This design comes from an exercise in tuning for small area, a short achievable clock period and few clock cycles on the open sky130 flow, not from production work.
Power is estimated from default activity; no workload was simulated.

==> sierra <==
==> flow/design.v (excerpt) <==
module nlp16af(
    input   logic           i_clk,
    input   logic           i_rst_n,
    output  logic           o_wr,
    output  logic           o_rd,
    input   logic   [15:0]  i_bus,
    output  logic   [15:0]  o_bus,
    output  logic   [15:0]  o_address
);
    logic           rst;
    assign rst = ~i_rst_n;
    logic   [3:0]   state, nstate;
    logic           xq, nxq;             
    logic           nxt, nnxt;           
    logic           mv;                  
    logic   [3:0]   fa, fb, nfa, nfb;    
    logic   [2:0]   asel, nasel;         
    logic           s_f1, s_f2, s_f3, s_r0, s_xs, s_mls, s_mpp, s_cm, s_wr0;
    assign s_f1  = state == ST_F1;
    assign s_f2  = state == ST_F2;
    assign s_f3  = state == ST_F3;
    assign s_r0  = state == ST_R0;
    assign s_xs  = state == ST_XS;
    assign s_mls = state == ST_MLS;
    assign s_mpp = state == ST_MPP;
    assign s_cm  = state == ST_CM;
    assign s_wr0 = state == ST_WR0;
    logic   [15:0]  ir1;                 
    logic   [7:0]   ir2f;                
    logic   [7:0]   ir2;                 
    logic   [15:0]  ir3, iv, r_a, r_b, r_c, r_d, r_e, r_f, adr, ip, sp;
    logic           fc, fs, fz;          
    logic   [15:0]  mdr;                 
    logic   [3:0]   e_ra1;               
    logic           e_ld;                
    function automatic logic cond_ok(input logic [3:0] cf, input logic c, input logic s, input logic z);
        logic t;
        begin
            case (cf[3:1])
                3'd4:    t = c;
                3'd6:    t = z;
                3'd7:    t = s;
                default: t = 1'b0;
            endcase
            cond_ok = t ^ cf[0];
        end
    endfunction
    logic   [3:0]   opc, ra1;
    logic           is_ld, is_st, is_ldst, is_call, is_pop, is_push, is_alu, ra1_mem, ra1_ip, cnd;
    logic   [5:0]   aluop;
    assign opc     = ir1[15:12];
    assign ra1     = ir1[3:0];
    assign is_ld   = opc == 4'h8;
    assign is_st   = opc == 4'h9;
  ...
clock: 12.0 ns
lec_check: 0
cap_margin: 20
core_margin: 2
core_utilization: 40
slew_margin: 20
synth_hierarchical: 1
run.sh (not shown) runs the stock make flow with config.mk's settings and CLKGATE_MAP_FILE= SYNTH_SCRIPT=/design/flow/synth_recipe.tcl, a recipe that flattens the netlist after the stock synthesis.
==> xenon (differences from sierra) <==
--- a/flow/design.v
+++ b/flow/design.v
@@ -50,12 +50,13 @@
     input   logic           i_logic,     
     input   logic           i_left,      
     input   logic           i_right,     
     input   logic           i_rol,       
     input   logic           i_msb,       
     input   logic           i_ror,       
+    input   logic           i_zero,      
     output  logic   [15:0]  o_res,
     output  logic           o_c,
     output  logic           o_s,
     output  logic           o_z
 );
     logic [15:0] bx, lu, g, sh, nsum, k;
@@ -69,13 +70,13 @@
     assign g = i_a & bx;
     assign k = i_a | bx;
     carry16 cy (.i_g(g), .i_p(lu), .i_cin(i_cin), .o_c(c));
     assign sh   = ({16{i_left}}  & {i_a[14:0], i_rol & i_a[15]})
                 | ({16{i_right}} & {(i_msb & i_a[15]) | (i_ror & i_a[0]), i_a[15:1]});
     assign nsum = lu | sh;
-    assign o_res = nsum ^ ({16{i_arith}} & c[15:0]);
+    assign o_res = (nsum & {16{~i_zero}}) ^ ({16{i_arith & ~i_zero}} & c[15:0]);
     logic zero16, z_arith;
     assign zero16  = (lu[0] == i_cin) && (lu[15:1] == k[14:0]);
     assign z_arith = ~zero16 | (k[15] ^ i_subdec);
     assign o_z = i_arith ? z_arith : (i_logic | (|nsum));
     assign o_c = i_logic | (i_arith & (c[16] ^ i_subdec));
     assign o_s = ~o_res[15];
@@ -156,13 +157,20 @@
     logic           rst;
     assign rst = ~i_rst_n;
     logic   [3:0]   state, nstate;
     logic           xq, nxq;             
     logic           nxt, nnxt;           
     logic           mv;                  
-    logic   [3:0]   fa, fb, nfa, nfb;    
+    logic           ejd;                 
+    logic           cmx, ncmx;           
+    logic   [3:0]   nfa, nfb;            
+    logic   [14:0]  sel_a, sel_b;        
+    logic   [14:0]  nsel_a, nsel_b;
+    logic           rd_q, nrd;           
+    logic           wr_q, nwr;           
+    logic           wrc_q, nwrc;         
     logic   [2:0]   asel, nasel;         
     logic           s_f1, s_f2, s_f3, s_r0, s_xs, s_mls, s_mpp, s_cm, s_wr0;
     assign s_f1  = state == ST_F1;
     assign s_f2  = state == ST_F2;
     assign s_f3  = state == ST_F3;
     assign s_r0  = state == ST_R0;
@@ -204,67 +212,87 @@
     assign is_push = opc == 4'hD;
     assign is_alu  = ~(is_ldst | is_call | is_pop | is_push);
     assign ra1_mem = ra1 == 4'hB;
     assign ra1_ip  = ra1 == 4'hD;
     assign aluop   = (opc[3:2] == 2'b00) ? ir1[13:8] : {2'b00, ir1[11:8]};
     assign cnd     = cond_ok(ir1[7:4], fc, fs, fz);
-    logic           b_push, b_pop;
+    logic           is_mov;
+    always_comb begin
+        case (aluop)
+            6'h0A, 6'h09, 6'h1B, 6'h18, 6'h06, 6'h12, 6'h14, 6'h16,
+            6'h20, 6'h24, 6'h22, 6'h30, 6'h34, 6'h32: is_mov = 1'b0;
+            default:                                 is_mov = 1'b1;
+        endcase
+    end
+    logic           ej;
+    assign ej = s_f3 & cnd & is_alu & ra1_ip & is_mov & (ir2f[7:4] == 4'h3);
+    logic           b_push, b_pop, b_skip;
     assign b_push = i_bus[15:12] == 4'hD;
     assign b_pop  = i_bus[15:12] == 4'hC;
+    assign b_skip = ~xq & ~cond_ok(i_bus[7:4], fc, fs, fz);
     logic           im16_bus, memsrc_bus, memsrc_reg, eof, memsrc;
     logic   [3:0]   w2a, w2b;
     assign im16_bus   = i_bus[15:12] == 4'h3 || i_bus[11:8] == 4'h3;
     assign memsrc_bus = i_bus[15:12] == 4'hB || i_bus[11:8] == 4'hB;
     assign memsrc_reg = ir2f[7:4] == 4'hB || ir2f[3:0] == 4'hB;
     assign eof        = (s_f2 & ~im16_bus) | s_f3;    
     assign memsrc     = s_f2 ? memsrc_bus : memsrc_reg;
     assign w2a        = s_f2 ? i_bus[15:12] : ir2f[7:4];
     assign w2b        = s_f2 ? i_bus[11:8]  : ir2f[3:0];
     logic           x_ra1, x_adr, squash, st_xs;
-    assign x_ra1  = xq & ~is_ldst & ~ra1_mem;          
+    assign x_ra1  = xq & ~is_ldst & ~ra1_mem & ~ejd;   
     assign x_adr  = xq & is_ldst;                      
-    assign squash = s_f1 & xq & ~is_ldst & ra1_ip;     
+    assign squash = s_f1 & xq & ~is_ldst & ra1_ip & ~ejd;    
     assign st_xs  = is_st & (ra1 == 4'h0 || ra1_ip);   
     localparam logic [2:0] A_IP = 3'b001, A_ADR = 3'b010, A_SP = 3'b100, A_0 = 3'b000;
     always_comb begin
         nstate = ST_F1;
         nxq    = 1'b0;
+        ncmx   = 1'b0;
         nnxt   = 1'b0;
         nfa    = 4'hF;
         nfb    = 4'hF;
         case (state)
             ST_F1: begin
-                if (xq & ~is_ldst & ra1_ip) begin
+                if (xq & ~is_ldst & ra1_ip & ~ejd) begin
                     nstate = ST_F1;
                 end else if (xq & is_ldst) begin
                     nstate = ST_MLS; nnxt = 1'b1;
                     if (is_st) nfa = ra1;
+                end else if ((b_push | b_pop) & b_skip) begin
+                    nstate = ST_F1;
                 end else if (b_push) begin
                     nstate = ST_MPP; nfa = i_bus[3:0];
                 end else if (b_pop) begin
                     nstate = ST_MPP;
                 end else begin
                     nstate = ST_F2;
                 end
             end
             ST_F2, ST_F3: begin
                 if (s_f2 & im16_bus)              nstate = ST_F3;
                 else if (!cnd)                    nstate = ST_F1;
-                else if (is_call) begin           nstate = ST_CM; nfa = ra1; end
+                else if (is_call) begin
+                    nstate = ST_CM; nfa = ra1;
+                    if (is_mov & ~ra1_mem & (w2a != 4'hB)) begin
+                        ncmx = 1'b1; nxq = 1'b1; nfb = w2a;
+                    end
+                end
                 else if (memsrc & ~(is_alu & ra1_mem)) nstate = ST_R0;
                 else begin
                     nstate = (st_xs | (is_alu & ra1_mem)) ? ST_XS : ST_F1;
                     nxq = 1'b1; nfa = w2a; nfb = w2b;
                 end
             end
             ST_R0: begin
                 nstate = st_xs ? ST_XS : ST_F1;
                 nxq = 1'b1; nfa = ir2f[7:4]; nfb = ir2f[3:0];
             end
             ST_CM: begin
-                if (memsrc_reg & ~ra1_mem)        nstate = ST_R0;
+                if (cmx)                          nstate = ST_F1;
+                else if (memsrc_reg & ~ra1_mem)   nstate = ST_R0;
                 else begin
                     nstate = ra1_mem ? ST_XS : ST_F1;
                     nxq = 1'b1; nfa = ir2f[7:4]; nfb = ir2f[3:0];
                 end
             end
             ST_XS: begin
@@ -273,21 +301,43 @@
                     if (is_st) nfa = ra1;
                 end else begin
                     nstate = ST_WR0; nfa = 4'h0;
                 end
             end
             ST_MLS: begin
-                if (nxt & (is_push | is_pop)) begin
+                if (nxt & (is_push | is_pop) & cnd) begin
                     nstate = ST_MPP;
                     if (is_push) nfa = ra1;
                 end else begin
-                    nstate = nxt ? ST_F2 : ST_F1;
+                    nstate = (nxt & ~(is_push | is_pop)) ? ST_F2 : ST_F1;
                 end
             end
             default:                              nstate = ST_F1;
         endcase
+        nrd  = 1'b0;
+        nwr  = 1'b0;
+        nwrc = 1'b0;
+        case (nstate)
+            ST_F1, ST_F2, ST_F3, ST_R0: nrd = 1'b1;
+            ST_WR0, ST_CM:              nwr = 1'b1;
+            ST_MLS: begin                
+                nrd = is_ld & ~ra1_mem;
+                nwr = ~(is_ld & ~ra1_mem);
+            end
+            ST_MPP: begin
+                nwrc = 1'b1;
+                if (s_f1) begin          
+                    nrd = b_pop & (i_bus[3:0] != 4'hB);
+                    nwr = b_push | (i_bus[3:0] == 4'hB);
+                end else begin           
+                    nrd = is_pop & ~ra1_mem;
+                    nwr = is_push | ra1_mem;
+                end
+            end
+            default: ;
+        endcase
         case (nstate)
             ST_F1, ST_F2, ST_F3:    nasel = A_IP;
             ST_MLS:                 nasel = A_ADR;
             ST_MPP, ST_CM:          nasel = A_SP;
             default:                nasel = A_0;
         endcase
@@ -295,29 +345,38 @@
     always_ff @(posedge i_clk) begin
         if (rst) begin
             state <= ST_F1;
             xq    <= 1'b0;
             nxt   <= 1'b0;
             mv    <= 1'b0;
-            fa    <= 4'hF;
-            fb    <= 4'hF;
+            ejd   <= 1'b0;
+            cmx   <= 1'b0;
+            sel_a <= 15'h0;
+            sel_b <= 15'h0;
+            rd_q  <= 1'b1;
+            wr_q  <= 1'b0;
+            wrc_q <= 1'b0;
             asel  <= A_IP;
         end else begin
             state <= nstate;
             xq    <= nxq;
             nxt   <= nnxt;
             mv    <= s_r0;
-            fa    <= nfa;
-            fb    <= nfb;
+            ejd   <= ej;
+            cmx   <= ncmx;
+            sel_a <= nsel_a;
+            sel_b <= nsel_b;
+            rd_q  <= nrd;
+            wr_q  <= nwr;
+            wrc_q <= nwrc;
             asel  <= nasel;
         end
     end
-    logic   [14:0]  sel_a, sel_b;
     logic   [15:0]  a, b;
-    regsel rsa (.i_f(fa), .i_mem_ok(mv), .o_sel(sel_a));
-    regsel rsb (.i_f(fb), .i_mem_ok(mv), .o_sel(sel_b));
+    regsel rsa (.i_f(nfa), .i_mem_ok(s_r0), .o_sel(nsel_a));
+    regsel rsb (.i_f(nfb), .i_mem_ok(s_r0), .o_sel(nsel_b));
     rport  rpa (.i_sel(sel_a), .i_ir1(ir1), .i_ir2(ir2), .i_iv(iv), .i_ir3(ir3), .i_flag({fc, fs, 1'b0, fz}),
                 .i_a(r_a), .i_b(r_b), .i_c(r_c), .i_d(r_d), .i_e(r_e), .i_f(r_f),
                 .i_mem(mdr), .i_adr(adr), .i_ip(ip), .i_sp(sp), .o_data(a));
     rport  rpb (.i_sel(sel_b), .i_ir1(ir1), .i_ir2(ir2), .i_iv(iv), .i_ir3(ir3), .i_flag({fc, fs, 1'b0, fz}),
                 .i_a(r_a), .i_b(r_b), .i_c(r_c), .i_d(r_d), .i_e(r_e), .i_f(r_f),
                 .i_mem(mdr), .i_adr(adr), .i_ip(ip), .i_sp(sp), .o_data(b));
@@ -338,49 +397,49 @@
                 6'h16: begin t = 4'b0110; lgc = 1; end                                           
                 6'h20, 6'h24: left = 1;                                                          
                 6'h22: begin left = 1; rol = 1; end                                              
                 6'h30: right = 1;                                                                
                 6'h34: begin right = 1; sar = 1; end                                             
                 6'h32: begin right = 1; ror = 1; end                                             
-                default: t = 4'b1100;                                                            
+                default: t = cmx ? 4'b1010 : 4'b1100;                                            
             endcase
         end
     end
     logic   [15:0]  res;
     logic           c_o, s_o, z_o;
     ALU alu (
         .i_a(a), .i_b(b), .i_t(t), .i_bpos(bpos), .i_bneg(bneg), .i_cin(cin), .i_arith(arith),
         .i_subdec(subdec), .i_logic(lgc), .i_left(left), .i_right(right), .i_rol(rol),
-        .i_msb(sar), .i_ror(ror),
+        .i_msb(sar), .i_ror(ror), .i_zero(rst),
         .o_res(res), .o_c(c_o), .o_s(s_o), .o_z(z_o)
     );
     logic   ld_mls, pop_ok;
     assign ld_mls = s_mls & e_ld & (e_ra1 != 4'hB);
     assign pop_ok = s_mpp & is_pop & cnd;
-    assign o_rd   = s_f1 | s_f2 | s_f3 | s_r0 | ld_mls | (s_mpp & is_pop & ~ra1_mem);
-    assign o_wr   = s_wr0 | s_cm | (s_mls & ~ld_mls) | (s_mpp & cnd & (is_push | ra1_mem));
+    assign o_rd   = rd_q;
+    assign o_wr   = wr_q & (~wrc_q | cnd);
     assign o_bus  = a;
     assign o_address = ({16{asel[0]}} & ip) | ({16{asel[1]}} & adr) | ({16{asel[2]}} & sp);
     logic           ldsel, bsel;
     logic   [15:0]  wd;
     assign ldsel = ld_mls | (pop_ok & ~ra1_mem);
-    assign bsel  = ldsel | s_f2 | s_f3;
-    assign wd    = (res | (i_bus & {16{bsel}})) & {16{~rst}};
+    assign bsel  = (ldsel | s_f2 | s_f3) & ~rst;
+    assign wd    = res | (i_bus & {16{bsel}});       
     logic   [3:0]   wdest;
     logic           wen;
     assign wdest = x_adr ? 4'hC : (s_mls ? e_ra1 : ra1);
     assign wen   = x_ra1 | x_adr | ldsel;
     logic   [15:0]  we;
     always_comb begin
         we = 16'h0000;
         if (wen) we[wdest] = 1'b1;
     end
     logic           flag_we, sp_dec, sp_inc, ir1_res;
     assign flag_we = xq & ~is_ldst;
     assign ir1_res = s_xs & ~is_ldst;                  
-    assign sp_dec  = (s_f1 & b_push & ~squash & ~(xq & is_ldst)) | (s_mls & nxt & is_push)
+    assign sp_dec  = (s_f1 & b_push & ~(b_skip) & ~squash & ~(xq & is_ldst)) | (s_mls & nxt & is_push & cnd)
                    | (eof & cnd & is_call);
     assign sp_inc  = s_mpp & ((is_pop & cnd) | (is_push & ~cnd));
     logic   [15:0]  ip_inc, sp_pm;
     inc16    ipi (.i_a(ip), .o_s(ip_inc));
     incdec16 spi (.i_a(sp), .i_dec(~s_mpp), .o_s(sp_pm));    
     always_ff @(posedge i_clk) begin
@@ -394,12 +453,12 @@
         if (rst | we[6])                        r_b  <= wd;
         if (rst | we[7])                        r_c  <= wd;
         if (rst | we[8])                        r_d  <= wd;
         if (rst | we[9])                        r_e  <= wd;
         if (rst | we[10])                       r_f  <= wd;
         if (rst | we[12])                       adr  <= wd;
-        if (rst | we[13] | s_f1 | s_f2 | s_f3)  ip   <= (rst | we[13]) ? wd : ip_inc;
+        if (rst | we[13] | s_f1 | s_f2 | s_f3)  ip   <= (rst | we[13] | ej) ? wd : ip_inc;
         if (rst | sp_dec | sp_inc)              sp   <= rst ? 16'hEFFF : sp_pm;
         if (rst | flag_we)                      {fc, fs, fz} <= rst ? 3'b000 : {c_o, s_o, z_o};
         if (x_adr)                              {e_ra1, e_ld} <= {ra1, is_ld};
     end
 endmodule
==> flow/config.mk (replaced) <==
export PLATFORM = sky130hd
export DESIGN_NAME = nlp16af
export DESIGN_NICKNAME = nlp16af
export VERILOG_FILES = /design/flow/design.v
export SDC_FILE = /design/flow/constraint.sdc
export NUM_CORES = 8
export LEC_CHECK = 0
export CAP_MARGIN = 85
export CORE_MARGIN = 2
export CORE_UTILIZATION = 40
export SLEW_MARGIN = 85
export SYNTH_HIERARCHICAL = 1
==> raven (differences from sierra) <==
--- a/flow/design.v
+++ b/flow/design.v
@@ -156,12 +156,14 @@
     logic           rst;
     assign rst = ~i_rst_n;
     logic   [3:0]   state, nstate;
     logic           xq, nxq;             
     logic           nxt, nnxt;           
     logic           mv;                  
+    logic           ejd;                 
+    logic           cmx, ncmx;           
     logic   [3:0]   fa, fb, nfa, nfb;    
     logic   [2:0]   asel, nasel;         
     logic           s_f1, s_f2, s_f3, s_r0, s_xs, s_mls, s_mpp, s_cm, s_wr0;
     assign s_f1  = state == ST_F1;
     assign s_f2  = state == ST_F2;
     assign s_f3  = state == ST_F3;
@@ -204,67 +206,87 @@
     assign is_push = opc == 4'hD;
     assign is_alu  = ~(is_ldst | is_call | is_pop | is_push);
     assign ra1_mem = ra1 == 4'hB;
     assign ra1_ip  = ra1 == 4'hD;
     assign aluop   = (opc[3:2] == 2'b00) ? ir1[13:8] : {2'b00, ir1[11:8]};
     assign cnd     = cond_ok(ir1[7:4], fc, fs, fz);
-    logic           b_push, b_pop;
+    logic           is_mov;
+    always_comb begin
+        case (aluop)
+            6'h0A, 6'h09, 6'h1B, 6'h18, 6'h06, 6'h12, 6'h14, 6'h16,
+            6'h20, 6'h24, 6'h22, 6'h30, 6'h34, 6'h32: is_mov = 1'b0;
+            default:                                 is_mov = 1'b1;
+        endcase
+    end
+    logic           ej;
+    assign ej = s_f3 & cnd & is_alu & ra1_ip & is_mov & (ir2f[7:4] == 4'h3);
+    logic           b_push, b_pop, b_skip;
     assign b_push = i_bus[15:12] == 4'hD;
     assign b_pop  = i_bus[15:12] == 4'hC;
+    assign b_skip = ~xq & ~cond_ok(i_bus[7:4], fc, fs, fz);
     logic           im16_bus, memsrc_bus, memsrc_reg, eof, memsrc;
     logic   [3:0]   w2a, w2b;
     assign im16_bus   = i_bus[15:12] == 4'h3 || i_bus[11:8] == 4'h3;
     assign memsrc_bus = i_bus[15:12] == 4'hB || i_bus[11:8] == 4'hB;
     assign memsrc_reg = ir2f[7:4] == 4'hB || ir2f[3:0] == 4'hB;
     assign eof        = (s_f2 & ~im16_bus) | s_f3;    
     assign memsrc     = s_f2 ? memsrc_bus : memsrc_reg;
     assign w2a        = s_f2 ? i_bus[15:12] : ir2f[7:4];
     assign w2b        = s_f2 ? i_bus[11:8]  : ir2f[3:0];
     logic           x_ra1, x_adr, squash, st_xs;
-    assign x_ra1  = xq & ~is_ldst & ~ra1_mem;          
+    assign x_ra1  = xq & ~is_ldst & ~ra1_mem & ~ejd;   
     assign x_adr  = xq & is_ldst;                      
-    assign squash = s_f1 & xq & ~is_ldst & ra1_ip;     
+    assign squash = s_f1 & xq & ~is_ldst & ra1_ip & ~ejd;    
     assign st_xs  = is_st & (ra1 == 4'h0 || ra1_ip);   
     localparam logic [2:0] A_IP = 3'b001, A_ADR = 3'b010, A_SP = 3'b100, A_0 = 3'b000;
     always_comb begin
         nstate = ST_F1;
         nxq    = 1'b0;
+        ncmx   = 1'b0;
         nnxt   = 1'b0;
         nfa    = 4'hF;
         nfb    = 4'hF;
         case (state)
             ST_F1: begin
-                if (xq & ~is_ldst & ra1_ip) begin
+                if (xq & ~is_ldst & ra1_ip & ~ejd) begin
                     nstate = ST_F1;
                 end else if (xq & is_ldst) begin
                     nstate = ST_MLS; nnxt = 1'b1;
                     if (is_st) nfa = ra1;
+                end else if ((b_push | b_pop) & b_skip) begin
+                    nstate = ST_F1;
                 end else if (b_push) begin
                     nstate = ST_MPP; nfa = i_bus[3:0];
                 end else if (b_pop) begin
                     nstate = ST_MPP;
                 end else begin
                     nstate = ST_F2;
                 end
             end
             ST_F2, ST_F3: begin
                 if (s_f2 & im16_bus)              nstate = ST_F3;
                 else if (!cnd)                    nstate = ST_F1;
-                else if (is_call) begin           nstate = ST_CM; nfa = ra1; end
+                else if (is_call) begin
+                    nstate = ST_CM; nfa = ra1;
+                    if (is_mov & ~ra1_mem & (w2a != 4'hB)) begin
+                        ncmx = 1'b1; nxq = 1'b1; nfb = w2a;
+                    end
+                end
                 else if (memsrc & ~(is_alu & ra1_mem)) nstate = ST_R0;
                 else begin
                     nstate = (st_xs | (is_alu & ra1_mem)) ? ST_XS : ST_F1;
                     nxq = 1'b1; nfa = w2a; nfb = w2b;
                 end
             end
             ST_R0: begin
                 nstate = st_xs ? ST_XS : ST_F1;
                 nxq = 1'b1; nfa = ir2f[7:4]; nfb = ir2f[3:0];
             end
             ST_CM: begin
-                if (memsrc_reg & ~ra1_mem)        nstate = ST_R0;
+                if (cmx)                          nstate = ST_F1;
+                else if (memsrc_reg & ~ra1_mem)   nstate = ST_R0;
                 else begin
                     nstate = ra1_mem ? ST_XS : ST_F1;
                     nxq = 1'b1; nfa = ir2f[7:4]; nfb = ir2f[3:0];
                 end
             end
             ST_XS: begin
@@ -273,17 +295,17 @@
                     if (is_st) nfa = ra1;
                 end else begin
                     nstate = ST_WR0; nfa = 4'h0;
                 end
             end
             ST_MLS: begin
-                if (nxt & (is_push | is_pop)) begin
+                if (nxt & (is_push | is_pop) & cnd) begin
                     nstate = ST_MPP;
                     if (is_push) nfa = ra1;
                 end else begin
-                    nstate = nxt ? ST_F2 : ST_F1;
+                    nstate = (nxt & ~(is_push | is_pop)) ? ST_F2 : ST_F1;
                 end
             end
             default:                              nstate = ST_F1;
         endcase
         case (nstate)
             ST_F1, ST_F2, ST_F3:    nasel = A_IP;
@@ -295,20 +317,24 @@
     always_ff @(posedge i_clk) begin
         if (rst) begin
             state <= ST_F1;
             xq    <= 1'b0;
             nxt   <= 1'b0;
             mv    <= 1'b0;
+            ejd   <= 1'b0;
+            cmx   <= 1'b0;
             fa    <= 4'hF;
             fb    <= 4'hF;
             asel  <= A_IP;
         end else begin
             state <= nstate;
             xq    <= nxq;
             nxt   <= nnxt;
             mv    <= s_r0;
+            ejd   <= ej;
+            cmx   <= ncmx;
             fa    <= nfa;
             fb    <= nfb;
             asel  <= nasel;
         end
     end
     logic   [14:0]  sel_a, sel_b;
@@ -338,13 +364,13 @@
                 6'h16: begin t = 4'b0110; lgc = 1; end                                           
                 6'h20, 6'h24: left = 1;                                                          
                 6'h22: begin left = 1; rol = 1; end                                              
                 6'h30: right = 1;                                                                
                 6'h34: begin right = 1; sar = 1; end                                             
                 6'h32: begin right = 1; ror = 1; end                                             
-                default: t = 4'b1100;                                                            
+                default: t = cmx ? 4'b1010 : 4'b1100;                                            
             endcase
         end
     end
     logic   [15:0]  res;
     logic           c_o, s_o, z_o;
     ALU alu (
@@ -374,13 +400,13 @@
         we = 16'h0000;
         if (wen) we[wdest] = 1'b1;
     end
     logic           flag_we, sp_dec, sp_inc, ir1_res;
     assign flag_we = xq & ~is_ldst;
     assign ir1_res = s_xs & ~is_ldst;                  
-    assign sp_dec  = (s_f1 & b_push & ~squash & ~(xq & is_ldst)) | (s_mls & nxt & is_push)
+    assign sp_dec  = (s_f1 & b_push & ~(b_skip) & ~squash & ~(xq & is_ldst)) | (s_mls & nxt & is_push & cnd)
                    | (eof & cnd & is_call);
     assign sp_inc  = s_mpp & ((is_pop & cnd) | (is_push & ~cnd));
     logic   [15:0]  ip_inc, sp_pm;
     inc16    ipi (.i_a(ip), .o_s(ip_inc));
     incdec16 spi (.i_a(sp), .i_dec(~s_mpp), .o_s(sp_pm));    
     always_ff @(posedge i_clk) begin
@@ -394,12 +420,12 @@
         if (rst | we[6])                        r_b  <= wd;
         if (rst | we[7])                        r_c  <= wd;
         if (rst | we[8])                        r_d  <= wd;
         if (rst | we[9])                        r_e  <= wd;
         if (rst | we[10])                       r_f  <= wd;
         if (rst | we[12])                       adr  <= wd;
-        if (rst | we[13] | s_f1 | s_f2 | s_f3)  ip   <= (rst | we[13]) ? wd : ip_inc;
+        if (rst | we[13] | s_f1 | s_f2 | s_f3)  ip   <= (rst | we[13] | ej) ? wd : ip_inc;
         if (rst | sp_dec | sp_inc)              sp   <= rst ? 16'hEFFF : sp_pm;
         if (rst | flag_we)                      {fc, fs, fz} <= rst ? 3'b000 : {c_o, s_o, z_o};
         if (x_adr)                              {e_ra1, e_ld} <= {ra1, is_ld};
     end
 endmodule
==> yarrow (differences from sierra) <==
--- a/flow/config.mk
+++ b/flow/config.mk
@@ -5,8 +5,9 @@
 export SDC_FILE = /design/flow/constraint.sdc
 export NUM_CORES = 8
 export LEC_CHECK = 0
 export CAP_MARGIN = 20
 export CORE_MARGIN = 2
 export CORE_UTILIZATION = 40
+export SETUP_SLACK_MARGIN = 4
 export SLEW_MARGIN = 20
 export SYNTH_HIERARCHICAL = 1
==> summary of the runs <==
Against raven, the combinational power of yarrow is smaller by about 3%.
raven ran to the end with no violations. xenon went through all stages and came out clean. sierra completed with no timing, DRC or antenna violations. yarrow completed without violations.
Of xenon and raven, xenon has the higher synthesized cell count (gap about 4%, measured against raven).
Of sierra and raven, raven has the higher total power (gap about 3%, measured against raven).
Between xenon and sierra, the lower synthesized area is in sierra (gap about 7.5%, measured against sierra).
Of raven and sierra, sierra has the higher fmax (gap about 0.9%, measured against sierra).
Of raven and sierra, raven has the higher via count (gap about 5%, measured against sierra).
Function was not checked in any run of this note: the RTL went through the layout flow alone.

-- separate check: timing with driven ports --
No port has a modelled driver above. Below, the same layouts with a new extraction and two added sets of constraints. Step 1 sets driving cells, clkbuf_16 on the clock port and buf_2 on the other inputs (assumed; they add their load-dependent delay and slew). Step 2 adds t to the input delays and takes it off the output delays; t is the mean of the earliest and latest rising clock arrival at the registers after step 1. Input paths then give back, and output paths get back, about the clock's delay inside the block. a / b / c = ideal / step 1 / step 2; a / b = the first two.
run | t (ns) | setup WS [ns] | latest minus earliest clock arrival (ns) | cell pins on the clock port's net
sierra | 0.594 | 5.837 / 5.786 / 6.380 | 0.016 / 0.016 | 1
xenon | 0.649 | 0.217 / 0.247 / -0.402 | 0.019 / 0.019 | 1
raven | 0.609 | 5.778 / 5.730 / 5.991 | 0.029 / 0.029 | 1
yarrow | 0.594 | 5.837 / 5.786 / 6.380 | 0.016 / 0.016 | 1
With both steps, setup timing fails in xenon, where it was met with ideal ports. The setup slack of xenon, which loses most, moves by +0.030 ns with the drivers and by -0.619 ns with both steps.
